Source: an optimization exercise on an open RTL-to-GDS flow (aim: small area and a short achievable clock period). Production flows keep margins and buffers that such runs may drop.
The RTL was checked by simulation tests, not by an equivalence proof against the original design.

[flow/flow/run.sh]
#!/bin/bash
# The standard layout, with two changes to how it is made:
# - repair_timing is asked to leave a setup margin, so that it shortens the
#   register-to-register paths well below the clock period;
# - the port buffers are buf_4 cells instead of the delay buffers that
#   buffer_ports picks by default.
# The clock period, the I/O delays and every other constraint are unchanged;
# every port still gets its own buffer.
set -euo pipefail
export SETUP_SLACK_MARGIN=90
export BUFFER_PORTS_ARGS="-buffer_cell sky130_fd_sc_hd__buf_4"
bash standard.sh > standard_flow.log 2>&1
[flow/standard.sh]
#!/bin/bash
# synth_recipe.tcl (not shown) runs the flow's synth.tcl, then flattens the netlist and writes it again
# the make line also repeats each setting of config.mk as NAME=value (left out here)
make -C /OpenROAD-flow-scripts/flow DESIGN_CONFIG=/design/flow/config.mk WORK_HOME=/design/flow/orfs CLKGATE_MAP_FILE= SYNTH_SCRIPT=/design/flow/synth_recipe.tcl "${@:-finish}"
[flow/config.mk]
export PLATFORM = sky130hd
export DESIGN_NAME = mult_div_pipe
export DESIGN_NICKNAME = mult_div_pipe
export VERILOG_FILES = /design/flow/design.v
export SDC_FILE = /design/flow/constraint.sdc
export NUM_CORES = 4
export LEC_CHECK = 0
export ABC_AREA = 1
export CAP_MARGIN = 20
export CORE_MARGIN = 2
export CORE_UTILIZATION = 63
export GPL_ROUTABILITY_DRIVEN = 0
export SLEW_MARGIN = 20
[flow/constraint.sdc]
create_clock -name core_clock -period 115.0 [get_ports {clk}]
set_input_delay 23.0000 -clock core_clock [delete_from_list [all_inputs] [get_ports {clk}]]
set_output_delay 23.0000 -clock core_clock [all_outputs]
set_load 0.01 [all_outputs]
[flow/design.v]
package PARAMS_pkg;
    parameter INSTR_SIZE = 32;
    parameter ADDR_SIZE = 32;
    parameter WD_SIZE = 32;
    parameter INSTR_REG_SIZE = 5;
    parameter OPCODE_SIZE = 7;
    parameter FUNCT3_SIZE = 3;
    parameter FUNCT7_SIZE = 7;
    parameter IMM_I_SIZE = 12;
    parameter OPCODE_OP = 7'b0110011;  
    parameter OPCODE_IM = 7'b0010011;
    parameter OPCODE_LD = 7'b0000011;
    parameter OPCODE_ST = 7'b0100011;
    parameter OPCODE_BR = 7'b1100011;
    parameter OPCODE_JM = 7'b1101111;
    parameter F7_ADD = 7'b0;
    parameter F7_SUB = 7'b0100000;
    parameter F7_MULDIV = 7'b0000001;
    parameter F3_ADD = 3'b0;
    parameter F3_SUB = 3'b0;
    parameter F3_MUL = 3'b0;
    parameter F3_MULH = 3'b001;
    parameter F3_MULHSU = 3'b010;
    parameter F3_MULHU = 3'b011;
    parameter F3_DIV = 3'b100;
    parameter F3_DIVU = 3'b101;
    parameter F3_REM = 3'b110;
    parameter F3_REMU = 3'b111;
    parameter F3_LDB = 3'b0;
    parameter F3_LDW = 3'b010;
    parameter F3_STB = 3'b0;
    parameter F3_STW = 3'b010;
    parameter F3_BEQ = 3'b0;
    parameter F3_BNE = 3'b001;
    parameter F3_BLT = 3'b100;
    parameter F3_BGE = 3'b101;
    parameter F3_BLTU = 3'b110;
    parameter F3_BGEU = 3'b111;
    parameter MEM_ACCESS_BYTE = 3'b000;
    parameter MEM_ACCESS_HALF = 3'b001;
    parameter MEM_ACCESS_WORD = 3'b010;
    parameter RD = 1'b0;
    parameter WR = 1'b1;
    parameter BOOT_ADDR = 32'h00001000;
    parameter EXCEP_ADDR = 32'h00002000;
    parameter NOP_INSTR = { {{WD_SIZE-7}{1'b0}}, OPCODE_IM};  
    parameter CACHE_LINE_SIZE = 64;  
    parameter CACHE_NUM_LINES = 4;
endpackage
`timescale 1ns/1ps
module div_chain #(
    parameter integer K0 = 0,
    parameter integer K1 = 8
) (
    input  logic [(K0 > 0 ? K0 : 1)-1:0] r_i,
    input  logic [31:0] n_i,             
    input  logic [31:0] d_i,             
    output logic [K1-1:0] r_o,           
    output logic [K1-K0-1:0] q_o         
);
    logic [K1:K0][31:0] rr;
    if (K0 > 0) begin : g_rin
        assign rr[K0] = {{(32-K0){1'b0}}, r_i[K0-1:0]};
    end else begin : g_rzero
        assign rr[K0] = 32'b0;
    end
    for (genvar k = K0; k < K1; k++) begin : st
        localparam integer W = k + 1;
        logic [W-1:0] x;
        logic [W:0] diff;
        logic hnz, q;
        if (k == 0) begin : g_x0
            assign x = n_i[31];
        end else begin : g_xn
            assign x = {rr[k][k-1:0], n_i[31-k]};
        end
        assign diff = {1'b0, x} - {1'b0, d_i[W-1:0]};
        if (W < 32) begin : g_hi
            assign hnz = |d_i[31:W];
            assign rr[k+1][31:W] = '0;
        end else begin : g_nohi
            assign hnz = 1'b0;
        end
        assign q = ~diff[W] & ~hnz;
        assign rr[k+1][W-1:0] = q ? diff[W-1:0] : x;
        assign q_o[K1-1-k] = q;
    end
    assign r_o = rr[K1][K1-1:0];
endmodule
module md_rows #(
    parameter integer K0 = 12,
    parameter integer K1 = 22
) (
    input  logic div,                    
    input  logic [31:0] f_i,             
    input  logic [31:0] b_i,             
    input  logic [31:0] d_i,             
    input  logic [31:0] e_i,             
    input  logic k_i,                    
    output logic [31:0] f_o,             
    output logic [K1-K0-1:0] qs_o,       
    output logic [K1-K0-1:0] uc_o,       
    output logic [31:0] e_o,             
    output logic k_o
);
    logic [K1:K0][31:0] ff, ee;
    logic [K1:K0] kk;
    assign ff[K0] = f_i;
    assign ee[K0] = e_i;
    assign kk[K0] = k_i;
    for (genvar k = K0; k < K1; k++) begin : st
        localparam integer W = k + 1;
        logic [W-1:0] x, s, o;
        logic c, nhz, y, sel;
        assign y = b_i[31-k];
        if (k == 0) begin : g_x0
            assign x = y & div;
        end else begin : g_xn
            assign x = {ff[k][k-1:0], y & div};
        end
        assign o = ~d_i[W-1:0];
        logic [W+1:0] sum;
        assign sum = {1'b0, x, div} + {1'b0, o, div};
        assign s = sum[W:1];
        assign c = sum[W+1];
        if (W < 32) begin : g_hi
            assign nhz = div & ~|d_i[31:W];
        end else begin : g_nohi
            assign nhz = div;
        end
        assign sel = (c & nhz) | (~div & y);
        assign ff[k+1][W-1:0] = sel ? s : x;
        if (W < 32) begin : g_ff
            assign ff[k+1][31:W] = '0;
        end
        assign qs_o[K1-1-k] = div ? sel : ee[k][31];
        logic [32:W] kc;
        assign kc[W] = kk[k];
        for (genvar i = W; i < 32; i++) begin : ext
            assign {kc[i+1], ee[k+1][i]} = {1'b0, ee[k][i-1]} + {1'b0, ~d_i[i] & y} + {1'b0, kc[i]};
        end
        assign ee[k+1][W-1:0] = '0;
        assign uc_o[K1-1-k] = kc[32];
        assign kk[k+1] = c & y;
    end
    assign f_o = ff[K1];
    assign e_o = ee[K1];
    assign k_o = kk[K1];
endmodule
module cond_neg (
    input  logic [31:0] x,
    input  logic n,
    input  logic c,
    output logic [31:0] y
);
    logic [6*32-1:0] a;        
    assign a[31:0] = {~x[30:0], 1'b1};
    for (genvar l = 0; l < 5; l++) begin : lv
        for (genvar j = 0; j < 32; j++) begin : b
            if (j >= (1 << l)) begin : c2
                assign a[(l+1)*32+j] = a[l*32+j] & a[l*32+j-(1<<l)];
            end else begin : c1
                assign a[(l+1)*32+j] = a[l*32+j];
            end
        end
    end
    assign y = n ? (~x ^ ({32{c}} & a[5*32 +: 32])) : x;
endmodule
module sk_add #(
    parameter integer W = 8
) (
    input  logic [W-1:0] x,
    input  logic [W-1:0] y,
    input  logic ci,
    output logic [W-1:0] s,
    output logic co
);
    localparam integer N = W + 1;            
    localparam integer L = (N <= 2) ? 1 : (N <= 4) ? 2 : (N <= 8) ? 3 : (N <= 16) ? 4 :
                           (N <= 32) ? 5 : (N <= 64) ? 6 : 7;
    logic [(L+1)*N-1:0] g, p;                
    assign g[N-1:0] = {x & y, ci};
    assign p[N-1:0] = {x ^ y, 1'b0};
    for (genvar l = 0; l < L; l++) begin : lv
        for (genvar j = 0; j < N; j++) begin : b
            if (((j >> l) & 1) == 1) begin : c
                localparam integer K = ((j >> l) << l) - 1;
                assign g[(l+1)*N+j] = g[l*N+j] | (p[l*N+j] & g[l*N+K]);
                assign p[(l+1)*N+j] = p[l*N+j] & p[l*N+K];
            end else begin : n
                assign g[(l+1)*N+j] = g[l*N+j];
                assign p[(l+1)*N+j] = p[l*N+j];
            end
        end
    end
    assign s = p[W:1] ^ g[L*N +: W];
    assign co = g[L*N+W];
endmodule
module booth_small (
    input  logic [32:0] x,
    input  logic [13:0] y,
    output logic [44:0] p
);
    logic [14:0] ys;
    assign ys = {{1{y[13]}}, y};
    logic [33:0] xs, x2;
    assign xs = {x[32], x};
    assign x2 = {x, 1'b0};
    logic one0, two0, neg0;
    assign one0 = ys[0] ^ 1'b0;
    assign two0 = (ys[1] & ~ys[0] & ~1'b0) | (~ys[1] & ys[0] & 1'b0);
    assign neg0 = ys[1];
    logic [33:0] pp0;
    assign pp0 = (({34{one0}} & xs) | ({34{two0}} & x2)) ^ {34{neg0}};
    logic one1, two1, neg1;
    assign one1 = ys[2] ^ ys[1];
    assign two1 = (ys[3] & ~ys[2] & ~ys[1]) | (~ys[3] & ys[2] & ys[1]);
    assign neg1 = ys[3];
    logic [33:0] pp1;
    assign pp1 = (({34{one1}} & xs) | ({34{two1}} & x2)) ^ {34{neg1}};
    logic one2, two2, neg2;
    assign one2 = ys[4] ^ ys[3];
    assign two2 = (ys[5] & ~ys[4] & ~ys[3]) | (~ys[5] & ys[4] & ys[3]);
    assign neg2 = ys[5];
    logic [33:0] pp2;
    assign pp2 = (({34{one2}} & xs) | ({34{two2}} & x2)) ^ {34{neg2}};
    logic one3, two3, neg3;
    assign one3 = ys[6] ^ ys[5];
    assign two3 = (ys[7] & ~ys[6] & ~ys[5]) | (~ys[7] & ys[6] & ys[5]);
    assign neg3 = ys[7];
    logic [33:0] pp3;
    assign pp3 = (({34{one3}} & xs) | ({34{two3}} & x2)) ^ {34{neg3}};
    logic one4, two4, neg4;
    assign one4 = ys[8] ^ ys[7];
    assign two4 = (ys[9] & ~ys[8] & ~ys[7]) | (~ys[9] & ys[8] & ys[7]);
    assign neg4 = ys[9];
    logic [33:0] pp4;
    assign pp4 = (({34{one4}} & xs) | ({34{two4}} & x2)) ^ {34{neg4}};
    logic one5, two5, neg5;
    assign one5 = ys[10] ^ ys[9];
    assign two5 = (ys[11] & ~ys[10] & ~ys[9]) | (~ys[11] & ys[10] & ys[9]);
    assign neg5 = ys[11];
    logic [33:0] pp5;
    assign pp5 = (({34{one5}} & xs) | ({34{two5}} & x2)) ^ {34{neg5}};
    logic one6, two6, neg6;
    assign one6 = ys[12] ^ ys[11];
    assign two6 = (ys[13] & ~ys[12] & ~ys[11]) | (~ys[13] & ys[12] & ys[11]);
    assign neg6 = ys[13];
    logic [33:0] pp6;
    assign pp6 = (({34{one6}} & xs) | ({34{two6}} & x2)) ^ {34{neg6}};
    logic t1, t2, t3, t4, t5, t6, t7, t8, t9, t10, t11, t12, t13, t14, t15, t16;
    logic t17, t18, t19, t20, t21, t22, t23, t24, t25, t26, t27, t28, t29, t30, t31, t32;
    logic t33, t34, t35, t36, t37, t38, t39, t40, t41, t42, t43, t44, t45, t46, t47, t48;
    logic t49, t50, t51, t52, t53, t54, t55, t56, t57, t58, t59, t60, t61, t62, t63, t64;
    logic t65, t66, t67, t68, t69, t70, t71, t72, t73, t74, t75, t76, t77, t78, t79, t80;
    logic t81, t82, t83, t84, t85, t86, t87, t88, t89, t90, t91, t92, t93, t94, t95, t96;
    logic t97, t98, t99, t100, t101, t102, t103, t104, t105, t106, t107, t108, t109, t110, t111, t112;
    logic t113, t114, t115, t116, t117, t118, t119, t120, t121, t122, t123, t124, t125, t126, t127, t128;
    logic t129, t130, t131, t132, t133, t134, t135, t136, t137, t138, t139, t140, t141, t142, t143, t144;
    logic t145, t146, t147, t148, t149, t150, t151, t152, t153, t154, t155, t156, t157, t158, t159, t160;
    logic t161, t162, t163, t164, t165, t166, t167, t168, t169, t170, t171, t172, t173, t174, t175, t176;
    logic t177, t178, t179, t180, t181, t182, t183, t184, t185, t186, t187, t188, t189, t190, t191, t192;
    logic t193, t194, t195, t196, t197, t198, t199, t200, t201, t202, t203, t204, t205, t206, t207, t208;
    logic t209, t210, t211, t212, t213, t214, t215, t216, t217, t218, t219, t220, t221, t222, t223, t224;
    logic t225, t226, t227, t228, t229, t230, t231, t232, t233, t234, t235, t236, t237, t238, t239, t240;
    logic t241, t242, t243, t244, t245, t246, t247, t248, t249, t250, t251, t252, t253, t254, t255, t256;
    logic t257, t258, t259, t260, t261, t262, t263, t264, t265, t266, t267, t268, t269, t270, t271, t272;
    logic t273, t274, t275, t276, t277, t278, t279, t280, t281, t282, t283, t284, t285, t286, t287, t288;
    logic t289, t290, t291, t292, t293, t294, t295, t296, t297, t298, t299, t300, t301, t302, t303, t304;
    logic t305, t306, t307, t308, t309, t310, t311, t312, t313, t314, t315, t316, t317, t318, t319, t320;
    logic t321, t322, t323, t324, t325, t326, t327, t328, t329, t330, t331, t332, t333, t334, t335, t336;
    logic t337, t338, t339, t340, t341, t342, t343, t344, t345, t346, t347, t348, t349, t350, t351, t352;
    logic t353, t354, t355, t356, t357, t358, t359, t360, t361, t362, t363, t364, t365, t366, t367, t368;
    logic t369, t370, t371, t372, t373, t374, t375, t376, t377, t378, t379, t380, t381, t382, t383, t384;
    logic t385, t386, t387, t388, t389, t390, t391, t392, t393, t394, t395, t396;
    assign {t2, t1} = {1'b0, pp0[10]} + {1'b0, pp1[8]};
    assign {t4, t3} = {1'b0, pp0[11]} + {1'b0, pp1[9]};
    assign {t6, t5} = {1'b0, pp0[12]} + {1'b0, pp1[10]} + {1'b0, pp2[8]};
    assign {t8, t7} = {1'b0, pp3[6]} + {1'b0, pp4[4]};
    assign {t10, t9} = {1'b0, pp0[13]} + {1'b0, pp1[11]} + {1'b0, pp2[9]};
    assign {t12, t11} = {1'b0, pp3[7]} + {1'b0, pp4[5]};
    assign {t14, t13} = {1'b0, pp0[14]} + {1'b0, pp1[12]} + {1'b0, pp2[10]};
    assign {t16, t15} = {1'b0, pp3[8]} + {1'b0, pp4[6]};
    assign {t18, t17} = {1'b0, pp0[15]} + {1'b0, pp1[13]} + {1'b0, pp2[11]};
    assign {t20, t19} = {1'b0, pp3[9]} + {1'b0, pp4[7]};
    assign {t22, t21} = {1'b0, pp0[16]} + {1'b0, pp1[14]} + {1'b0, pp2[12]};
    assign {t24, t23} = {1'b0, pp3[10]} + {1'b0, pp4[8]};
    assign {t26, t25} = {1'b0, pp0[17]} + {1'b0, pp1[15]} + {1'b0, pp2[13]};
    assign {t28, t27} = {1'b0, pp3[11]} + {1'b0, pp4[9]};
    assign {t30, t29} = {1'b0, pp0[18]} + {1'b0, pp1[16]} + {1'b0, pp2[14]};
    assign {t32, t31} = {1'b0, pp3[12]} + {1'b0, pp4[10]};
    assign {t34, t33} = {1'b0, pp0[19]} + {1'b0, pp1[17]} + {1'b0, pp2[15]};
    assign {t36, t35} = {1'b0, pp3[13]} + {1'b0, pp4[11]};
    assign {t38, t37} = {1'b0, pp0[20]} + {1'b0, pp1[18]} + {1'b0, pp2[16]};
    assign {t40, t39} = {1'b0, pp3[14]} + {1'b0, pp4[12]};
    assign {t42, t41} = {1'b0, pp0[21]} + {1'b0, pp1[19]} + {1'b0, pp2[17]};
    assign {t44, t43} = {1'b0, pp3[15]} + {1'b0, pp4[13]};
    assign {t46, t45} = {1'b0, pp0[22]} + {1'b0, pp1[20]} + {1'b0, pp2[18]};
    assign {t48, t47} = {1'b0, pp3[16]} + {1'b0, pp4[14]};
    assign {t50, t49} = {1'b0, pp0[23]} + {1'b0, pp1[21]} + {1'b0, pp2[19]};
    assign {t52, t51} = {1'b0, pp3[17]} + {1'b0, pp4[15]};
    assign {t54, t53} = {1'b0, pp0[24]} + {1'b0, pp1[22]} + {1'b0, pp2[20]};
    assign {t56, t55} = {1'b0, pp3[18]} + {1'b0, pp4[16]};
    assign {t58, t57} = {1'b0, pp0[25]} + {1'b0, pp1[23]} + {1'b0, pp2[21]};
    assign {t60, t59} = {1'b0, pp3[19]} + {1'b0, pp4[17]};
    assign {t62, t61} = {1'b0, pp0[26]} + {1'b0, pp1[24]} + {1'b0, pp2[22]};
    assign {t64, t63} = {1'b0, pp3[20]} + {1'b0, pp4[18]};
    assign {t66, t65} = {1'b0, pp0[27]} + {1'b0, pp1[25]} + {1'b0, pp2[23]};
    assign {t68, t67} = {1'b0, pp3[21]} + {1'b0, pp4[19]};
    assign {t70, t69} = {1'b0, pp0[28]} + {1'b0, pp1[26]} + {1'b0, pp2[24]};
    assign {t72, t71} = {1'b0, pp3[22]} + {1'b0, pp4[20]};
    assign {t74, t73} = {1'b0, pp0[29]} + {1'b0, pp1[27]} + {1'b0, pp2[25]};
    assign {t76, t75} = {1'b0, pp3[23]} + {1'b0, pp4[21]};
    assign {t78, t77} = {1'b0, pp0[30]} + {1'b0, pp1[28]} + {1'b0, pp2[26]};
    assign {t80, t79} = {1'b0, pp3[24]} + {1'b0, pp4[22]};
    assign {t82, t81} = {1'b0, pp0[31]} + {1'b0, pp1[29]} + {1'b0, pp2[27]};
    assign {t84, t83} = {1'b0, pp3[25]} + {1'b0, pp4[23]};
    assign {t86, t85} = {1'b0, pp0[32]} + {1'b0, pp1[30]} + {1'b0, pp2[28]};
    assign {t88, t87} = {1'b0, pp3[26]} + {1'b0, pp4[24]};
    assign {t90, t89} = {1'b0, ~pp0[33]} + {1'b0, pp1[31]} + {1'b0, pp2[29]};
    assign {t92, t91} = {1'b0, pp3[27]} + {1'b0, pp4[25]} + {1'b0, pp5[23]};
    assign {t94, t93} = {1'b0, pp1[32]} + {1'b0, pp2[30]} + {1'b0, pp3[28]};
    assign {t96, t95} = {1'b0, pp4[26]} + {1'b0, pp5[24]};
    assign {t98, t97} = {1'b0, ~pp1[33]} + {1'b0, pp2[31]} + {1'b0, pp3[29]};
    assign {t100, t99} = {1'b0, pp2[32]} + {1'b0, pp3[30]};
    assign {t102, t101} = {1'b0, pp0[6]} + {1'b0, pp1[4]};
    assign {t104, t103} = {1'b0, pp0[7]} + {1'b0, pp1[5]};
    assign {t106, t105} = {1'b0, pp0[8]} + {1'b0, pp1[6]} + {1'b0, pp2[4]};
    assign {t108, t107} = {1'b0, pp3[2]} + {1'b0, pp4[0]};
    assign {t110, t109} = {1'b0, pp0[9]} + {1'b0, pp1[7]} + {1'b0, pp2[5]};
    assign {t112, t111} = {1'b0, pp3[3]} + {1'b0, pp4[1]};
    assign {t114, t113} = {1'b0, t1} + {1'b0, pp2[6]} + {1'b0, pp3[4]};
    assign {t116, t115} = {1'b0, pp4[2]} + {1'b0, pp5[0]} + {1'b0, neg5};
    assign {t118, t117} = {1'b0, t3} + {1'b0, pp2[7]} + {1'b0, pp3[5]};
    assign {t120, t119} = {1'b0, pp4[3]} + {1'b0, pp5[1]} + {1'b0, t2};
    assign {t122, t121} = {1'b0, t5} + {1'b0, t7} + {1'b0, pp5[2]};
    assign {t124, t123} = {1'b0, pp6[0]} + {1'b0, neg6} + {1'b0, t4};
    assign {t126, t125} = {1'b0, t9} + {1'b0, t11} + {1'b0, pp5[3]};
    assign {t128, t127} = {1'b0, pp6[1]} + {1'b0, t6} + {1'b0, t8};
    assign {t130, t129} = {1'b0, t13} + {1'b0, t15} + {1'b0, pp5[4]};
    assign {t132, t131} = {1'b0, pp6[2]} + {1'b0, t10} + {1'b0, t12};
    assign {t134, t133} = {1'b0, t17} + {1'b0, t19} + {1'b0, pp5[5]};
    assign {t136, t135} = {1'b0, pp6[3]} + {1'b0, t14} + {1'b0, t16};
    assign {t138, t137} = {1'b0, t21} + {1'b0, t23} + {1'b0, pp5[6]};
    assign {t140, t139} = {1'b0, pp6[4]} + {1'b0, t18} + {1'b0, t20};
    assign {t142, t141} = {1'b0, t25} + {1'b0, t27} + {1'b0, pp5[7]};
    assign {t144, t143} = {1'b0, pp6[5]} + {1'b0, t22} + {1'b0, t24};
    assign {t146, t145} = {1'b0, t29} + {1'b0, t31} + {1'b0, pp5[8]};
    assign {t148, t147} = {1'b0, pp6[6]} + {1'b0, t26} + {1'b0, t28};
    assign {t150, t149} = {1'b0, t33} + {1'b0, t35} + {1'b0, pp5[9]};
    assign {t152, t151} = {1'b0, pp6[7]} + {1'b0, t30} + {1'b0, t32};
    assign {t154, t153} = {1'b0, t37} + {1'b0, t39} + {1'b0, pp5[10]};
    assign {t156, t155} = {1'b0, pp6[8]} + {1'b0, t34} + {1'b0, t36};
    assign {t158, t157} = {1'b0, t41} + {1'b0, t43} + {1'b0, pp5[11]};
    assign {t160, t159} = {1'b0, pp6[9]} + {1'b0, t38} + {1'b0, t40};
    assign {t162, t161} = {1'b0, t45} + {1'b0, t47} + {1'b0, pp5[12]};
    assign {t164, t163} = {1'b0, pp6[10]} + {1'b0, t42} + {1'b0, t44};
    assign {t166, t165} = {1'b0, t49} + {1'b0, t51} + {1'b0, pp5[13]};
    assign {t168, t167} = {1'b0, pp6[11]} + {1'b0, t46} + {1'b0, t48};
    assign {t170, t169} = {1'b0, t53} + {1'b0, t55} + {1'b0, pp5[14]};
    assign {t172, t171} = {1'b0, pp6[12]} + {1'b0, t50} + {1'b0, t52};
    assign {t174, t173} = {1'b0, t57} + {1'b0, t59} + {1'b0, pp5[15]};
    assign {t176, t175} = {1'b0, pp6[13]} + {1'b0, t54} + {1'b0, t56};
    assign {t178, t177} = {1'b0, t61} + {1'b0, t63} + {1'b0, pp5[16]};
    assign {t180, t179} = {1'b0, pp6[14]} + {1'b0, t58} + {1'b0, t60};
    assign {t182, t181} = {1'b0, t65} + {1'b0, t67} + {1'b0, pp5[17]};
    assign {t184, t183} = {1'b0, pp6[15]} + {1'b0, t62} + {1'b0, t64};
    assign {t186, t185} = {1'b0, t69} + {1'b0, t71} + {1'b0, pp5[18]};
    assign {t188, t187} = {1'b0, pp6[16]} + {1'b0, t66} + {1'b0, t68};
    assign {t190, t189} = {1'b0, t73} + {1'b0, t75} + {1'b0, pp5[19]};
    assign {t192, t191} = {1'b0, pp6[17]} + {1'b0, t70} + {1'b0, t72};
    assign {t194, t193} = {1'b0, t77} + {1'b0, t79} + {1'b0, pp5[20]};
    assign {t196, t195} = {1'b0, pp6[18]} + {1'b0, t74} + {1'b0, t76};
    assign {t198, t197} = {1'b0, t81} + {1'b0, t83} + {1'b0, pp5[21]};
    assign {t200, t199} = {1'b0, pp6[19]} + {1'b0, t78} + {1'b0, t80};
    assign {t202, t201} = {1'b0, t85} + {1'b0, t87} + {1'b0, pp5[22]};
    assign {t204, t203} = {1'b0, pp6[20]} + {1'b0, t82} + {1'b0, t84};
    assign {t206, t205} = {1'b0, t89} + {1'b0, t91} + {1'b0, pp6[21]};
    assign {t208, t207} = {1'b0, 1'b1} + {1'b0, t86} + {1'b0, t88};
    assign {t210, t209} = {1'b0, t93} + {1'b0, t95} + {1'b0, pp6[22]};
    assign {t212, t211} = {1'b0, 1'b1} + {1'b0, t90} + {1'b0, t92};
    assign {t214, t213} = {1'b0, t97} + {1'b0, pp4[27]} + {1'b0, pp5[25]};
    assign {t216, t215} = {1'b0, pp6[23]} + {1'b0, t94} + {1'b0, t96};
    assign {t218, t217} = {1'b0, t99} + {1'b0, pp4[28]} + {1'b0, pp5[26]};
    assign {t220, t219} = {1'b0, pp6[24]} + {1'b0, 1'b1} + {1'b0, t98};
    assign {t222, t221} = {1'b0, ~pp2[33]} + {1'b0, pp3[31]} + {1'b0, pp4[29]};
    assign {t224, t223} = {1'b0, pp5[27]} + {1'b0, pp6[25]} + {1'b0, t100};
    assign {t226, t225} = {1'b0, pp3[32]} + {1'b0, pp4[30]} + {1'b0, pp5[28]};
    assign {t228, t227} = {1'b0, pp6[26]} + {1'b0, 1'b1};
    assign {t230, t229} = {1'b0, ~pp3[33]} + {1'b0, pp4[31]} + {1'b0, pp5[29]};
    assign {t232, t231} = {1'b0, pp4[32]} + {1'b0, pp5[30]};
    assign {t234, t233} = {1'b0, pp0[4]} + {1'b0, pp1[2]};
    assign {t236, t235} = {1'b0, pp0[5]} + {1'b0, pp1[3]};
    assign {t238, t237} = {1'b0, t101} + {1'b0, pp2[2]} + {1'b0, pp3[0]};
    assign {t240, t239} = {1'b0, t103} + {1'b0, pp2[3]} + {1'b0, pp3[1]};
    assign {t242, t241} = {1'b0, t105} + {1'b0, t107} + {1'b0, neg4};
    assign {t244, t243} = {1'b0, t109} + {1'b0, t111} + {1'b0, t106};
    assign {t246, t245} = {1'b0, t113} + {1'b0, t115} + {1'b0, t110};
    assign {t248, t247} = {1'b0, t117} + {1'b0, t119} + {1'b0, t114};
    assign {t250, t249} = {1'b0, t121} + {1'b0, t123} + {1'b0, t118};
    assign {t252, t251} = {1'b0, t125} + {1'b0, t127} + {1'b0, t122};
    assign {t254, t253} = {1'b0, t129} + {1'b0, t131} + {1'b0, t126};
    assign {t256, t255} = {1'b0, t133} + {1'b0, t135} + {1'b0, t130};
    assign {t258, t257} = {1'b0, t137} + {1'b0, t139} + {1'b0, t134};
    assign {t260, t259} = {1'b0, t141} + {1'b0, t143} + {1'b0, t138};
    assign {t262, t261} = {1'b0, t145} + {1'b0, t147} + {1'b0, t142};
    assign {t264, t263} = {1'b0, t149} + {1'b0, t151} + {1'b0, t146};
    assign {t266, t265} = {1'b0, t153} + {1'b0, t155} + {1'b0, t150};
    assign {t268, t267} = {1'b0, t157} + {1'b0, t159} + {1'b0, t154};
    assign {t270, t269} = {1'b0, t161} + {1'b0, t163} + {1'b0, t158};
    assign {t272, t271} = {1'b0, t165} + {1'b0, t167} + {1'b0, t162};
    assign {t274, t273} = {1'b0, t169} + {1'b0, t171} + {1'b0, t166};
    assign {t276, t275} = {1'b0, t173} + {1'b0, t175} + {1'b0, t170};
    assign {t278, t277} = {1'b0, t177} + {1'b0, t179} + {1'b0, t174};
    assign {t280, t279} = {1'b0, t181} + {1'b0, t183} + {1'b0, t178};
    assign {t282, t281} = {1'b0, t185} + {1'b0, t187} + {1'b0, t182};
    assign {t284, t283} = {1'b0, t189} + {1'b0, t191} + {1'b0, t186};
    assign {t286, t285} = {1'b0, t193} + {1'b0, t195} + {1'b0, t190};
    assign {t288, t287} = {1'b0, t197} + {1'b0, t199} + {1'b0, t194};
    assign {t290, t289} = {1'b0, t201} + {1'b0, t203} + {1'b0, t198};
    assign {t292, t291} = {1'b0, t205} + {1'b0, t207} + {1'b0, t202};
    assign {t294, t293} = {1'b0, t209} + {1'b0, t211} + {1'b0, t206};
    assign {t296, t295} = {1'b0, t213} + {1'b0, t215} + {1'b0, t210};
    assign {t298, t297} = {1'b0, t217} + {1'b0, t219} + {1'b0, t214};
    assign {t300, t299} = {1'b0, t221} + {1'b0, t223} + {1'b0, t218};
    assign {t302, t301} = {1'b0, t225} + {1'b0, t227} + {1'b0, t222};
    assign {t304, t303} = {1'b0, t229} + {1'b0, pp6[27]} + {1'b0, t226};
    assign {t306, t305} = {1'b0, t231} + {1'b0, pp6[28]} + {1'b0, 1'b1};
    assign {t308, t307} = {1'b0, ~pp4[33]} + {1'b0, pp5[31]} + {1'b0, pp6[29]};
    assign {t310, t309} = {1'b0, pp5[32]} + {1'b0, pp6[30]};
    assign {t312, t311} = {1'b0, pp0[2]} + {1'b0, pp1[0]};
    assign {t314, t313} = {1'b0, pp0[3]} + {1'b0, pp1[1]};
    assign {t316, t315} = {1'b0, t233} + {1'b0, pp2[0]} + {1'b0, neg2};
    assign {t318, t317} = {1'b0, t235} + {1'b0, pp2[1]} + {1'b0, t234};
    assign {t320, t319} = {1'b0, t237} + {1'b0, neg3} + {1'b0, t236};
    assign {t322, t321} = {1'b0, t239} + {1'b0, t102} + {1'b0, t238};
    assign {t324, t323} = {1'b0, t241} + {1'b0, t104} + {1'b0, t240};
    assign {t326, t325} = {1'b0, t243} + {1'b0, t108} + {1'b0, t242};
    assign {t328, t327} = {1'b0, t245} + {1'b0, t112} + {1'b0, t244};
    assign {t330, t329} = {1'b0, t247} + {1'b0, t116} + {1'b0, t246};
    assign {t332, t331} = {1'b0, t249} + {1'b0, t120} + {1'b0, t248};
    assign {t334, t333} = {1'b0, t251} + {1'b0, t124} + {1'b0, t250};
    assign {t336, t335} = {1'b0, t253} + {1'b0, t128} + {1'b0, t252};
    assign {t338, t337} = {1'b0, t255} + {1'b0, t132} + {1'b0, t254};
    assign {t340, t339} = {1'b0, t257} + {1'b0, t136} + {1'b0, t256};
    assign {t342, t341} = {1'b0, t259} + {1'b0, t140} + {1'b0, t258};
    assign {t344, t343} = {1'b0, t261} + {1'b0, t144} + {1'b0, t260};
    assign {t346, t345} = {1'b0, t263} + {1'b0, t148} + {1'b0, t262};
    assign {t348, t347} = {1'b0, t265} + {1'b0, t152} + {1'b0, t264};
    assign {t350, t349} = {1'b0, t267} + {1'b0, t156} + {1'b0, t266};
    assign {t352, t351} = {1'b0, t269} + {1'b0, t160} + {1'b0, t268};
    assign {t354, t353} = {1'b0, t271} + {1'b0, t164} + {1'b0, t270};
    assign {t356, t355} = {1'b0, t273} + {1'b0, t168} + {1'b0, t272};
    assign {t358, t357} = {1'b0, t275} + {1'b0, t172} + {1'b0, t274};
    assign {t360, t359} = {1'b0, t277} + {1'b0, t176} + {1'b0, t276};
    assign {t362, t361} = {1'b0, t279} + {1'b0, t180} + {1'b0, t278};
    assign {t364, t363} = {1'b0, t281} + {1'b0, t184} + {1'b0, t280};
    assign {t366, t365} = {1'b0, t283} + {1'b0, t188} + {1'b0, t282};
    assign {t368, t367} = {1'b0, t285} + {1'b0, t192} + {1'b0, t284};
    assign {t370, t369} = {1'b0, t287} + {1'b0, t196} + {1'b0, t286};
    assign {t372, t371} = {1'b0, t289} + {1'b0, t200} + {1'b0, t288};
    assign {t374, t373} = {1'b0, t291} + {1'b0, t204} + {1'b0, t290};
    assign {t376, t375} = {1'b0, t293} + {1'b0, t208} + {1'b0, t292};
    assign {t378, t377} = {1'b0, t295} + {1'b0, t212} + {1'b0, t294};
    assign {t380, t379} = {1'b0, t297} + {1'b0, t216} + {1'b0, t296};
    assign {t382, t381} = {1'b0, t299} + {1'b0, t220} + {1'b0, t298};
    assign {t384, t383} = {1'b0, t301} + {1'b0, t224} + {1'b0, t300};
    assign {t386, t385} = {1'b0, t303} + {1'b0, t228} + {1'b0, t302};
    assign {t388, t387} = {1'b0, t305} + {1'b0, t230} + {1'b0, t304};
    assign {t390, t389} = {1'b0, t307} + {1'b0, t232} + {1'b0, t306};
    assign {t392, t391} = {1'b0, t309} + {1'b0, 1'b1} + {1'b0, t308};
    assign {t394, t393} = {1'b0, ~pp5[33]} + {1'b0, pp6[31]} + {1'b0, t310};
    assign {t396, t395} = {1'b0, pp6[32]} + {1'b0, 1'b1};
    logic [44:0] sa, sb;
    assign sa[0] = pp0[0];
    assign sb[0] = neg0;
    assign sa[1] = pp0[1];
    assign sb[1] = 1'b0;
    assign sa[2] = t311;
    assign sb[2] = neg1;
    assign sa[3] = t313;
    assign sb[3] = t312;
    assign sa[4] = t315;
    assign sb[4] = t314;
    assign sa[5] = t317;
    assign sb[5] = t316;
    assign sa[6] = t319;
    assign sb[6] = t318;
    assign sa[7] = t321;
    assign sb[7] = t320;
    assign sa[8] = t323;
    assign sb[8] = t322;
    assign sa[9] = t325;
    assign sb[9] = t324;
    assign sa[10] = t327;
    assign sb[10] = t326;
    assign sa[11] = t329;
    assign sb[11] = t328;
    assign sa[12] = t331;
    assign sb[12] = t330;
    assign sa[13] = t333;
    assign sb[13] = t332;
    assign sa[14] = t335;
    assign sb[14] = t334;
    assign sa[15] = t337;
    assign sb[15] = t336;
    assign sa[16] = t339;
    assign sb[16] = t338;
    assign sa[17] = t341;
    assign sb[17] = t340;
    assign sa[18] = t343;
    assign sb[18] = t342;
    assign sa[19] = t345;
    assign sb[19] = t344;
    assign sa[20] = t347;
    assign sb[20] = t346;
    assign sa[21] = t349;
    assign sb[21] = t348;
    assign sa[22] = t351;
    assign sb[22] = t350;
    assign sa[23] = t353;
    assign sb[23] = t352;
    assign sa[24] = t355;
    assign sb[24] = t354;
    assign sa[25] = t357;
    assign sb[25] = t356;
    assign sa[26] = t359;
    assign sb[26] = t358;
    assign sa[27] = t361;
    assign sb[27] = t360;
    assign sa[28] = t363;
    assign sb[28] = t362;
    assign sa[29] = t365;
    assign sb[29] = t364;
    assign sa[30] = t367;
    assign sb[30] = t366;
    assign sa[31] = t369;
    assign sb[31] = t368;
    assign sa[32] = t371;
    assign sb[32] = t370;
    assign sa[33] = t373;
    assign sb[33] = t372;
    assign sa[34] = t375;
    assign sb[34] = t374;
    assign sa[35] = t377;
    assign sb[35] = t376;
    assign sa[36] = t379;
    assign sb[36] = t378;
    assign sa[37] = t381;
    assign sb[37] = t380;
    assign sa[38] = t383;
    assign sb[38] = t382;
    assign sa[39] = t385;
    assign sb[39] = t384;
    assign sa[40] = t387;
    assign sb[40] = t386;
    assign sa[41] = t389;
    assign sb[41] = t388;
    assign sa[42] = t391;
    assign sb[42] = t390;
    assign sa[43] = t393;
    assign sb[43] = t392;
    assign sa[44] = t395;
    assign sb[44] = t394;
    logic co;
    sk_add #(.W(45)) fin (.x (sa), .y (sb), .ci (1'b0), .s (p), .co (co));
endmodule
`timescale 1ns/1ps
import PARAMS_pkg::*;
module mult_div_pipe (
    input clk,
    input reset_n,
    input logic op_i,
    input logic [FUNCT7_SIZE-1:0] funct7_i,
    input logic [FUNCT3_SIZE-1:0] funct3_i,
    input logic [WD_SIZE-1:0] op1_data_i,
    input logic [WD_SIZE-1:0] op2_data_i,
    input logic [INSTR_REG_SIZE-1:0] rd_i,
    input logic ctrl_reg_write_i,
    output logic [INSTR_REG_SIZE-1:0] rd_m0_o,
    output logic [INSTR_REG_SIZE-1:0] rd_m1_o,
    output logic [INSTR_REG_SIZE-1:0] rd_m2_o,
    output logic [INSTR_REG_SIZE-1:0] rd_m3_o,
    output logic [WD_SIZE-1:0] bypass_ml_data_o,
    output logic bypass_ctrl_reg_write_ml_o,
    output logic [INSTR_REG_SIZE-1:0] rd_o,
    output logic ctrl_reg_write_o,
    output logic valid_result_o,
    output logic [WD_SIZE-1:0] result_o
);
localparam integer K1 = 13;    
localparam integer K2 = 22;    
logic sa_i, sb_i;
assign sa_i = funct3_i[2] ? ~funct3_i[0] : (funct3_i[1] ^ funct3_i[0]);
assign sb_i = funct3_i[2] ? ~funct3_i[0] : (funct3_i[1:0] == 2'b01);
logic v0, w0, na0, nb0;
logic [4:0] rd0;
logic [2:0] f0;
logic [31:0] a0, b0;
always_ff @(posedge clk) begin
    a0 <= op1_data_i;
    b0 <= op2_data_i;
    f0 <= funct3_i;
    na0 <= sa_i & op1_data_i[31];
    nb0 <= sb_i & op2_data_i[31];
    if (!reset_n) begin
        v0 <= 1'b0;
        w0 <= 1'b0;
        rd0 <= 5'b0;
    end else begin
        v0 <= op_i && (funct7_i == F7_MULDIV) && ctrl_reg_write_i;
        w0 <= ctrl_reg_write_i;
        rd0 <= ctrl_reg_write_i ? rd_i : 5'b0;
    end
end
logic [31:0] ua0, ub0;
cond_neg nga (.x (a0), .n (na0), .c (1'b1), .y (ua0));
cond_neg ngb (.x (b0), .n (nb0), .c (1'b1), .y (ub0));
logic [31+K1:0] ph;
booth_small bm (.x ({1'b0, ua0}), .y ({1'b0, ub0[31:32-K1]}), .p (ph));
logic [K1-1:0] r1_d, q1_d;
div_chain #(.K0(0), .K1(K1)) dc1 (
    .r_i (1'b0), .n_i (ua0), .d_i (ub0), .r_o (r1_d), .q_o (q1_d)
);
logic bz, neg;
assign bz = (ub0 == 32'b0);
assign neg = ~f0[2] ? (na0 ^ nb0) : f0[1] ? na0 : (na0 ^ nb0) & ~bz;
logic v1, w1, div1, neg1, low1;
logic [4:0] rd1;
logic [K1-1:0] r1, q1;
logic [31:K1] e1;
logic [31-K1:0] n1;
logic [31:0] d1;
always_ff @(posedge clk) begin
    r1 <= f0[2] ? r1_d : ph[K1-1:0];
    q1 <= f0[2] ? q1_d : ph[31+K1:32];
    e1 <= ph[31:K1];
    n1 <= f0[2] ? ua0[31-K1:0] : ub0[31-K1:0];
    d1 <= f0[2] ? ub0 : ~ua0;
    div1 <= f0[2];
    neg1 <= neg;
    low1 <= f0[2] ? f0[1] : (f0[1:0] == 2'b00);
    if (!reset_n) begin
        v1 <= 1'b0;
        w1 <= 1'b0;
        rd1 <= 5'b0;
    end else begin
        v1 <= v0;
        w1 <= w0;
        rd1 <= rd0;
    end
end
logic [31:0] f2_d, e2_d;
logic [K2-K1-1:0] qs2_d, uc2_d;
logic k2_d;
md_rows #(.K0(K1), .K1(K2)) mr2 (
    .div (div1), .f_i ({{(32-K1){1'b0}}, r1}), .b_i ({{K1{1'b0}}, n1}), .d_i (d1),
    .e_i ({e1, {K1{1'b0}}}), .k_i (1'b0),
    .f_o (f2_d), .qs_o (qs2_d), .uc_o (uc2_d), .e_o (e2_d), .k_o (k2_d)
);
logic v2, w2, div2, neg2, low2, k2;
logic [4:0] rd2;
logic [K2-1:0] f2, qs2;
logic [K2-K1-1:0] uc2;
logic [31:K2] e2;
logic [31-K2:0] n2;
logic [31:0] d2;
always_ff @(posedge clk) begin
    f2 <= f2_d[K2-1:0];
    qs2 <= {q1, qs2_d};
    uc2 <= uc2_d;
    e2 <= e2_d[31:K2];
    k2 <= k2_d;
    n2 <= n1[31-K2:0];
    d2 <= d1;
    div2 <= div1;
    neg2 <= neg1;
    low2 <= low1;
    if (!reset_n) begin
        v2 <= 1'b0;
        w2 <= 1'b0;
        rd2 <= 5'b0;
    end else begin
        v2 <= v1;
        w2 <= w1;
        rd2 <= rd1;
    end
end
logic [31:0] f3_d, e3_d;
logic [31-K2:0] qs3_d, uc3_d;
logic k3_d;
md_rows #(.K0(K2), .K1(32)) mr3 (
    .div (div2), .f_i ({{(32-K2){1'b0}}, f2}), .b_i ({{K2{1'b0}}, n2}), .d_i (d2),
    .e_i ({e2, {K2{1'b0}}}), .k_i (k2),
    .f_o (f3_d), .qs_o (qs3_d), .uc_o (uc3_d), .e_o (e3_d), .k_o (k3_d)
);
logic [31:0] qs3, hi3, ures, res3_d;
assign qs3 = {qs2, qs3_d};
assign hi3 = qs3 + {{K1{1'b0}}, uc2, uc3_d} + {31'b0, k3_d};
assign ures = low2 ? f3_d : div2 ? qs3 : hi3;
logic cin;
assign cin = neg2 & (div2 | (f3_d == 32'b0));
cond_neg ngr (.x (ures), .n (neg2), .c (cin), .y (res3_d));
logic v3, w3, v4, w4;
logic [4:0] rd3, rd4;
logic [31:0] res3, res4;
always_ff @(posedge clk) begin
    res3 <= res3_d;
    res4 <= res3;
    if (!reset_n) begin
        v3 <= 1'b0;
        w3 <= 1'b0;
        rd3 <= 5'b0;
        v4 <= 1'b0;
        w4 <= 1'b0;
        rd4 <= 5'b0;
    end else begin
        v3 <= v2;
        w3 <= w2;
        rd3 <= rd2;
        v4 <= v3;
        w4 <= w3;
        rd4 <= rd3;
    end
end
assign rd_m0_o = rd0;
assign rd_m1_o = rd1;
assign rd_m2_o = rd2;
assign rd_m3_o = rd3;
assign bypass_ml_data_o = res3;
assign bypass_ctrl_reg_write_ml_o = w3;
assign rd_o = rd4;
assign ctrl_reg_write_o = w4;
assign valid_result_o = v4;
assign result_o = res4;
endmodule
==> results.toml, run 1 <==
[cts]
cts-htree-levels = 2
cts_sinks = 376
cts_hold_buf = 0
cts_tree = "yes"
cts_buffers = 38
clkTransAtPathRegs_ns = 0.08
cts_buffer_depth = 3
clk_latency_ns = 0.60
cts_root_buf = "clkbuf_16"

[hold_path]
hp-class = "reg -> reg"
whs_path_depth = 0
holdPathEnd = "n2[0]"
hold_path.startpoint = "n1[0]"

[logic_synthesis]
synth_compound_area_share_pct = 14.87
synthAdderAreaFrac_pct = 24.95
synth_xor_area_share_pct = 10.01
ys.flop_type = "dfxtp_1"
synth_area_leader_cell = "nand2_1"
avgSynthCellArea_um2 = 6.570
yosysTopAreaCellShare_pct = 14.43
async_flop_share_pct = 0
ys_top_cells_by_count = "nand2_1 (2350), inv_1 (1345), ha_1 (643), nor2_1 (623), nand3_1 (616)"
synth_nets = 10390
syn_area_um2 = 61130
synth_edf_count = 0
ys_top_cells_by_area = "nand2_1 (14%), ha_1 (13%), dfxtp_1 (12%)"
synth_top_family_by_area = "simple AND/OR/NAND/NOR gates"
yosys_warnings = 1
synthMuxAreaShare_pct = 0.03480
post_synth_num_cell_types = 73
yosysSeqAreaShare_pct = 12.31
ys_ff_latch = 376
synth.most_common_cell = "nand2_1"
synthSimpleGateAreaFrac_pct = 27.56
synth_cells = 9305

[detailed_routing]
first_iter_violations = 6053
vias = 64730
ant_nets = 0
first_pass_iters = 10
vias_per_cell = 5.960
wl_um = 214300
remaining_drc_errors = 0
wl_per_cell_um = 19.73

[worst_setup_path]
critPathBufInv = 18
critPathCaptureType = "flop"
arrival_ns = 24.66
worst-setup-path-type = "reg -> reg"
worstPathRequired_ns = 115.49
rr_startpoint = "div1"
cpMaxStageDelayCell = "fa_1"
crit_path_start_kind = "flop"
cp_common_cell = "nand2_1"
ff2ff_path_depth = 163
timing.reg2reg.setup_slack_ns = 90.83
r2r_end = "e2[31]"
max_stage_delay_ns = 0.43
cp_top_family = "compound AO/OA/AOI/OAI gates"
cp_max_fo = 10

[sta]
drv_slew = 0
tns_ns = 0
setup_violations = 0
timing.fmax_ghz = 0.04137
final_hold_viol_count = 0
period_share_pct = 21.02
tightest_slew_ns = 1.156
slew_headroom_pct = 22.87
fin_skew_ns = 0.02924
period_needed_ns = 24.17
rsz0062_at_grt = "false"

[outcome]
status = "complete, no violations"

[floorplan]
die_h_um = 315.5
die_area_um2 = 99540
pin_count = 175
rows = 114
die_w_um = 315.5
core_um2 = 96420
start_util_pct = 63.40

[grt]
grt_usage_pct = 40.80
grt_pass1_vias = 60800
grt_max_degree = 61
grt_pass1_wl_um = 322000
antenna_found_initial = 2
overflow = 0

[finish]
fin_nets = 10640
drive_gt1_share_pct = 11.79
final_area_um2 = 69310
area_growth_pct = 13.38

[place]
dpl_cell_area_um2 = 63480
dp_hpwl_um = 162600
port_buffers = 174

[run]
maxCapViolCount = 0
-- worst max path at each step --
stage / start / to / slack [ns] / depth (start not counted)
3_5_place_dp: d1[0] / f2[2] / 81.75 / 168
4_1_cts: a0[0] / r1[5] / 90.01 / 167
6_report: div1 / e2[31] / 90.83 / 163
2_1_floorplan: div1 / e2[31] / 90.91 / 161
5_1_grt: div1 / f2[1] / 89.48 / 179
3_3_place_gp: d1[0] / f2[2] / 81.50 / 166
-- flip-flops by register name, summed over array words and instances, names as in the netlist, 13 cells and up --
register	cells
a0	32
b0	32
d1	32
d2	32
e1	19
f2	22
n1	19
q1	13
qs2	22
r1	13
res3	32
res4	32
-- cell type report --
| cell class | count | area [µm²] |
|---|---|---|
| Timing Repair inverter | 13 | 82.58 |
| Clock inverter | 21 | 271.5 |
| Timing Repair Buffer | 447 | 3829 |
| Tap cell | 1276 | 1597 |
| Antenna cell | 2 | 5.005 |
| Inverter | 1377 | 5404 |
| Multi-Input combinational cell | 7298 | 49540 |
| Clock buffer | 49 | 1022 |
| Sequential cell | 376 | 7557 |
| Fill cell | 8380 | 27110 |
-- timing repair --
item	in CTS	in global routing
endpoints found under the setup margin	85	76
hold endpoints to repair	0	0
gates resized for setup	228	417
buffers inserted	99	99
gates cloned	19	16
pin swaps	43	130
-- routing by layer --
metal	wire, µm	vias to the layer above	GRT usage, %
li1	-	30690	-
met1	78770	29800	47.07
met2	96900	3197	68.04
met3	18990	1037	7.563
met4	19610	0	29.50
met5	0	-	0
-- layout by cell type (no fill, tap or decap), types with 53 or more instances in the layout --
cell type / n
or2_2: 84
o21ai_1: 78
nor2_1: 594
fa_1: 351
inv_1: 1296
xnor2_1: 176
nand4_1: 74
o21ai_0: 319
nand2_1: 2297
o21bai_1: 53
buf_4: 407
xor2_1: 511
nand3_1: 591
o22ai_1: 210
a21oi_2: 62
ha_1: 596
dfxtp_1: 364
nor3_1: 66
nand2_2: 55
o21ai_2: 67
a21oi_1: 540
-- through the flow --
step	hold slack, ns	util [%]	setup slack (ns)	std cells
after floorplan	0.3096	-	90.91	9305
after global placement	0.3106	65.83	81.50	10550
after detailed placement	0.3121	65.83	81.75	10550
after CTS	0.3200	69.03	90.01	10740
after global routing	0.3217	71.87	89.48	10860
final	0.3211	71.88	90.83	10860
-- kinds of logic (layout without fill, tap and decap cells) --
family          after synthesis  after routing
other cells                   0              2
flops                       376            376
xor+xnor                    696            696
compound gates             1590           1592
fa+ha+maj                  1003           1003
buf+inv                    1636           1907
mux                           2              2
simple gates               4002           4005
==> run 2, diff against run 1 <==
--- a/flow/config.mk
+++ b/flow/config.mk
@@ -8,6 +8,6 @@
 export ABC_AREA = 1
 export CAP_MARGIN = 20
 export CORE_MARGIN = 2
-export CORE_UTILIZATION = 63
+export CORE_UTILIZATION = 60
 export GPL_ROUTABILITY_DRIVEN = 0
 export SLEW_MARGIN = 20
==> run 2 against run 1 <==
  * Area after synthesis unchanged
  * Flip-flop and latch count is the same
  * Still clean
==> results.toml, run 2 <==
[floorplan]
rows = 117
die_w_um = 323.2
core_um2 = 101400
start_util_pct = 60.26
die_area_um2 = 104500
die_h_um = 323.2
pin_count = 175

[finish]
nFillCells = 9218
drive_gt1_share_pct = 11.31
fin_nets = 10620
final_cell_mix = "nand2_1 (2301), inv_1 (1296), ha_1 (602), nor2_1 (599), nand3_1 (595)"
final_common_cell = "nand2_1"
final_area_um2 = 68920
area_growth_pct = 12.74

[cts]
cts_root_buf = "clkbuf_16"
cts_buffer_depth = 3
cts_buffers = 39
cts_tree = "yes"
clkTransAtPathRegs_ns = 0.06
cts_sinks = 376
cts-htree-levels = 2
clk_latency_ns = 0.61

[worst_setup_path]
timing.reg2reg.setup_slack_ns = 91.16
worstPathRequired_ns = 92.00
critPathCaptureType = "primary output"
cpMaxStageDelayCell = "dfxtp_1"
path_depth = 1
ff2ff_path_depth = 163
cp_max_fo = 2
rr_startpoint = "b0[0]"
arrival_ns = 1.13
crit_path_cell_trace = "buf_4"
worst-setup-path-type = "reg -> out"
max_stage_delay_ns = 0.40
critPathBufInv = 1
crit_path_start_kind = "flop"
cp_top_family = "flip-flops"
r2r_end = "r1[7]"

[logic_synthesis]
post_synth_num_cell_types = 73
avgSynthCellArea_um2 = 6.570
ys_top_cells_by_count = "nand2_1 (2350), inv_1 (1345), ha_1 (643), nor2_1 (623), nand3_1 (616)"
yosys_warnings = 1
ys.flop_type = "dfxtp_1"
async_flop_share_pct = 0
synth_cells = 9305
ys_ff_latch = 376
ys_top_cells_by_area = "nand2_1 (14%), ha_1 (13%), dfxtp_1 (12%)"
synth_edf_count = 0
yosysSeqAreaShare_pct = 12.31
syn_area_um2 = 61130
synth_area_leader_cell = "nand2_1"
yosysTopAreaCellShare_pct = 14.43
synth.most_common_cell = "nand2_1"
synth_nets = 10390

[sta]
tns_ns = 0
setup_violations = 0
slew_headroom_pct = 17.41
timing.fmax_ghz = 0.04145
fin_skew_ns = 0.04577
final_hold_viol_count = 0
tightest_slew_ns = 1.238
drv_slew = 0
rsz0062_at_grt = "true"
period_share_pct = 20.98
period_needed_ns = 24.13

[hold_path]
whs_path_depth = 0
holdPathEnd = "qs2[14]"
hold_path.startpoint = "q1[5]"
hp-class = "reg -> reg"

[detailed_routing]
first_iter_violations = 5434
wl_um = 214400
first_pass_iters = 7
vias = 63800
ant_nets = 0
vias_per_cell = 5.838
remaining_drc_errors = 0
wl_per_cell_um = 19.61

[outcome]
status = "complete, no violations"

[place]
port_buffers = 174
dp_hpwl_um = 164900
dpl_cell_area_um2 = 63620

[grt]
grt_pass1_vias = 60100
antenna_found_initial = 4
grt_pass1_wl_um = 324300
grt_max_degree = 74
overflow = 0
grt_usage_pct = 39.39

[run]
maxCapViolCount = 0
[run 2: cell counts after synthesis]
No cell type changed its count.
[run 2: repair_timing]
item | in CTS | in global routing
resized for setup | 221 | 394
pin swaps | 32 | 120
hold buffers | 0 | 0
endpoints found under the setup margin | 85 | 77
setup buffers | 79 | 100
gates cloned | 13 | 16
[run 2: layer usage]
layer | global-route usage, % | vias up | wire [µm]
met2 | 64.45 | 2908 | 96430
met1 | 46.51 | 29440 | 81310
met5 | 0 | - | 31
met4 | 27.69 | 4 | 18310
met3 | 7.569 | 849 | 18290
li1 | - | 30600 | -
[run 2: cell type report]
type / count / area, µm² / share of cell area, %
multi-input combinational: 7300 / 49290 / 71.52
sequential: 376 / 7559 / 10.97
inverter: 1377 / 5400 / 7.836
timing repair buffer: 426 / 3563 / 5.170
tap: 1368 / 1712 / 2.484
clock buffer: 45 / 1060 / 1.538
clock inverter: 23 / 246.5 / 0.3576
timing repair inverter: 13 / 85.08 / 0.1235
antenna: 2 / 5.005 / 0.007262
[run 2: worst max path at each step]
stage          slack (ns)             endpoint  startpoint
2_1_floorplan       90.91               e2[31]        div1
3_3_place_gp        82.48                f2[3]       d1[0]
3_5_place_dp        82.05                f2[2]       d1[0]
4_1_cts             90.00                r1[0]       b0[0]
5_1_grt             89.60                r1[2]       b0[0]
6_report            90.87  bypass_ml_data_o[3]     res3[3]
[run 2: through the flow]
stage	hold slack [ns]	std cells	utilization, %	setup slack [ns]
3_5_place_dp	0.3132	10650	62.71	82.05
2_1_floorplan	0.3096	9305	-	90.91
5_1_grt	0.3301	10930	67.93	89.60
6_report	0.3262	10930	67.93	90.87
3_3_place_gp	0.3108	10650	62.71	82.48
4_1_cts	0.3279	10810	65.47	90.00
[run 2: kinds of logic (layout without fill, tap and decap cells)]
family,count (synthesis),count (layout),synth area share (%)
compound gates,1590,1593,14.87
xor+xnor,696,696,10.01
fa+ha+maj,1003,1003,24.95
buf+inv,1636,1884,10.25
flops,376,376,12.31
mux,2,2,0.03479
other cells,0,2,0
simple gates,4002,4006,27.56
==> run 3, diff against run 2 <==
--- a/flow/design.v
+++ b/flow/design.v
@@ -617,7 +617,7 @@
 cond_neg nga (.x (a0), .n (na0), .c (1'b1), .y (ua0));
 cond_neg ngb (.x (b0), .n (nb0), .c (1'b1), .y (ub0));
 logic [31+K1:0] ph;
-booth_small bm (.x ({1'b0, ua0}), .y ({1'b0, ub0[31:32-K1]}), .p (ph));
+booth_small bm (.x ({1'b0, ub0}), .y ({1'b0, ua0[31:32-K1]}), .p (ph));
 logic [K1-1:0] r1_d, q1_d;
 div_chain #(.K0(0), .K1(K1)) dc1 (
     .r_i (1'b0), .n_i (ua0), .d_i (ub0), .r_o (r1_d), .q_o (q1_d)
@@ -635,8 +635,8 @@
     r1 <= f0[2] ? r1_d : ph[K1-1:0];
     q1 <= f0[2] ? q1_d : ph[31+K1:32];
     e1 <= ph[31:K1];
-    n1 <= f0[2] ? ua0[31-K1:0] : ub0[31-K1:0];
-    d1 <= f0[2] ? ub0 : ~ua0;
+    n1 <= ua0[31-K1:0];
+    d1 <= ub0 ^ {32{~f0[2]}};
     div1 <= f0[2];
     neg1 <= neg;
     low1 <= f0[2] ? f0[1] : (f0[1:0] == 2'b00);
==> run 3 against run 2 <==
  * Flip-flop and latch count did not move
  * Final cell count is 0.32% lower
  * Design area grew 1.5%
  * Count of clock-buffer cells in the layout up 15
  * Area after synthesis about the same
  * First-iteration DRC count increased by 3.6%
  * Clock skew is essentially flat
  * Register-to-register slack lost 0.16 ns
  * Die area is essentially flat
  * Global-route usage increased by 0.62 points
  * Synthesized cell count decreased by 1.0%
  * Largest cell class unchanged
==> results.toml, run 3 <==
[sta]
setup_violations = 0
setup_ws_ns = 90.77
drv_slew = 0
slew_headroom_pct = 27.76
tns_ns = 0
period_share_pct = 21.07
period_needed_ns = 24.23
tightest_slew_ns = 1.072
timing.fmax_ghz = 0.04127
final_hold_viol_count = 0
rsz0062_at_grt = "true"
fin_skew_ns = 0.04542

[logic_synthesis]
synth_edf_count = 0
ys_ff_latch = 376
ys_top_cells_by_area = "nand2_1 (14%), ha_1 (13%), dfxtp_1 (12%)"
synth.most_common_cell = "nand2_1"
synth_area_leader_cell = "nand2_1"
async_flop_share_pct = 0
yosysSeqAreaShare_pct = 12.31
syn_area_um2 = 61150
ys_top_cells_by_count = "nand2_1 (2294), inv_1 (1278), nor2_1 (683), ha_1 (638), a21oi_1 (607)"
avgSynthCellArea_um2 = 6.639
ys.flop_type = "dfxtp_1"
yosys_warnings = 1
post_synth_num_cell_types = 73
synth_nets = 10290
synth_cells = 9211
yosysTopAreaCellShare_pct = 14.08

[cts]
cts_hold_buf = 0
cts_buffer_depth = 3
cts_sinks = 376
cts_tree = "yes"
clk_latency_ns = 0.63
cts_buffers = 44
clkTransAtPathRegs_ns = 0.06
cts_root_buf = "clkbuf_16"
cts-htree-levels = 2

[finish]
area_growth_pct = 14.44
final_cell_mix = "nand2_1 (2221), inv_1 (1241), nor2_1 (645), ha_1 (581), a21oi_1 (536)"
final_core_util_pct = 68.98
fin_nets = 10580
drive_gt1_share_pct = 13.38
fin_cells = 10900
final_common_cell = "nand2_1"

[detailed_routing]
ant_nets = 0
first_pass_iters = 6
wl_per_cell_um = 20.19
remaining_drc_errors = 0
vias = 64010
first_iter_violations = 5629
wl_um = 219900
vias_per_cell = 5.876

[floorplan]
rows = 117
pin_count = 175
die_h_um = 323.2
start_util_pct = 60.27
die_area_um2 = 104500
die_w_um = 323.2
core_um2 = 101400

[grt]
antenna_found_initial = 2
grt_pass1_vias = 60360
overflow = 0
grt_usage_pct = 40.00
grt_pass1_wl_um = 327500
grt_max_degree = 49

[hold_path]
hold_path.startpoint = "n1[9]"
hp-class = "reg -> reg"

[place]
dp_hpwl_um = 166600
dp_slack_ns = 83.00
port_buffers = 174
dp_cells = 10610

[worst_setup_path]
cp_max_fo = 2
critPathBufInv = 1
arrival_ns = 1.23
crit_path_cell_trace = "buf_4"
cpMaxStageDelayCell = "dfxtp_1"
cp_top_family = "flip-flops"
worstPathRequired_ns = 92.00
crit_path_start_kind = "flop"
timing.reg2reg.setup_slack_ns = 91.00
crit_start = "res3[17]"
critPathCaptureType = "primary output"
max_stage_delay_ns = 0.46
rr_startpoint = "nb0"
worst-setup-path-type = "reg -> out"

[run]
maxCapViolCount = 0

[outcome]
status = "complete, no violations"
[run 3: cell count changes after synthesis, moves of 16 or more]
cell	change
inv_1	-67
o21ai_0	-20
clkbuf_1	-27
o21ai_2	+16
nand3_2	+42
nand3_1	-98
nand2_2	+16
xor2_1	+16
nand2_1	-56
nor2_1	+60
[run 3: timing repair]
item,in CTS,in global routing
endpoints found under the setup margin,84,76
setup buffers,65,114
pin swaps,39,152
cloned,10,21
gates resized for setup,210,489
[run 3: area by class of cell]
cell class / instances / area [µm²]
Multi-Input combinational cell: 7277 / 50060
Fill cell: 9098 / 31470
Sequential cell: 376 / 7548
Inverter: 1326 / 5189
Timing Repair Buffer: 464 / 3940
Tap cell: 1368 / 1712
Clock buffer: 60 / 1241
Clock inverter: 14 / 227.7
Timing Repair inverter: 6 / 47.55
Antenna cell: 4 / 10.01
[run 3: per-stage QoR]
stage	hold WS [ns]	instance area, µm²
finish	0.3192	69980
global route	0.3240	69970
CTS	0.3121	66620
detailed placement	0.3121	63820
global placement	0.3096	63820
floorplan	0.3096	61150
[run 3: path summary, 6_finish.rpt]
path | endpoint | cells past startpoint
max | bypass_ml_data_o[17] | 1
min | n2[9] | 0
max reg2reg | q1[0] | 167
min reg2reg | n2[9] | 0
[run 3: metal layers]
layer	vias up	global-route usage (%)	wire length (µm)
met2	3111	65.05	98740
met4	4	29.88	19590
li1	30430	-	-
met1	29540	47.05	82950
met3	929	7.325	18600
met5	-	0.3704	63
[run 3: kinds of logic (layout without fill, tap and decap cells)]
group | Yosys count | after routing | synth area share, %
buffers and inverters | 1569 | 1870 | 9.967
adders and majority gates | 998 | 998 | 24.84
and+or+nand+nor | 3981 | 3987 | 27.84
DFF | 376 | 376 | 12.31
AOI/OAI and AO/OA | 1573 | 1578 | 14.73
xor gates and xnor gates | 713 | 713 | 10.29
muxes | 1 | 1 | 0.01637
other | 0 | 4 | 0

## static timing again, ports no longer ideal
The results above use ideal ports. As a check the final layouts listed here were re-extracted and re-timed, cells and wires unchanged. Step 1 sets driving cells, clkbuf_16 on the clock port and buf_2 on the other inputs (assumed; they add their load-dependent delay and slew). Step 2 moves the port delays by t, midway between the first and last clock arrival at a register: inputs arrive t later, outputs are due t later. That takes back most of the time a late clock gives input paths. a / b / c = ideal ports / drivers / drivers and shift; a / b = the first two.
run	shift t [ns]	setup WS [ns]	hold WS [ns]
run 1	0.659	90.826 / 90.762 / 90.826	0.321 / 0.321 / 0.321
run 2	0.652	90.872 / 90.803 / 90.859	0.326 / 0.326 / 0.326
run 3	0.685	90.767 / 90.693 / 90.357	0.319 / 0.319 / 0.319
After both steps every run listed still meets setup and hold. For run 3, which loses most, drivers alone change the setup slack by -0.074 ns; drivers and shift together by -0.410 ns.
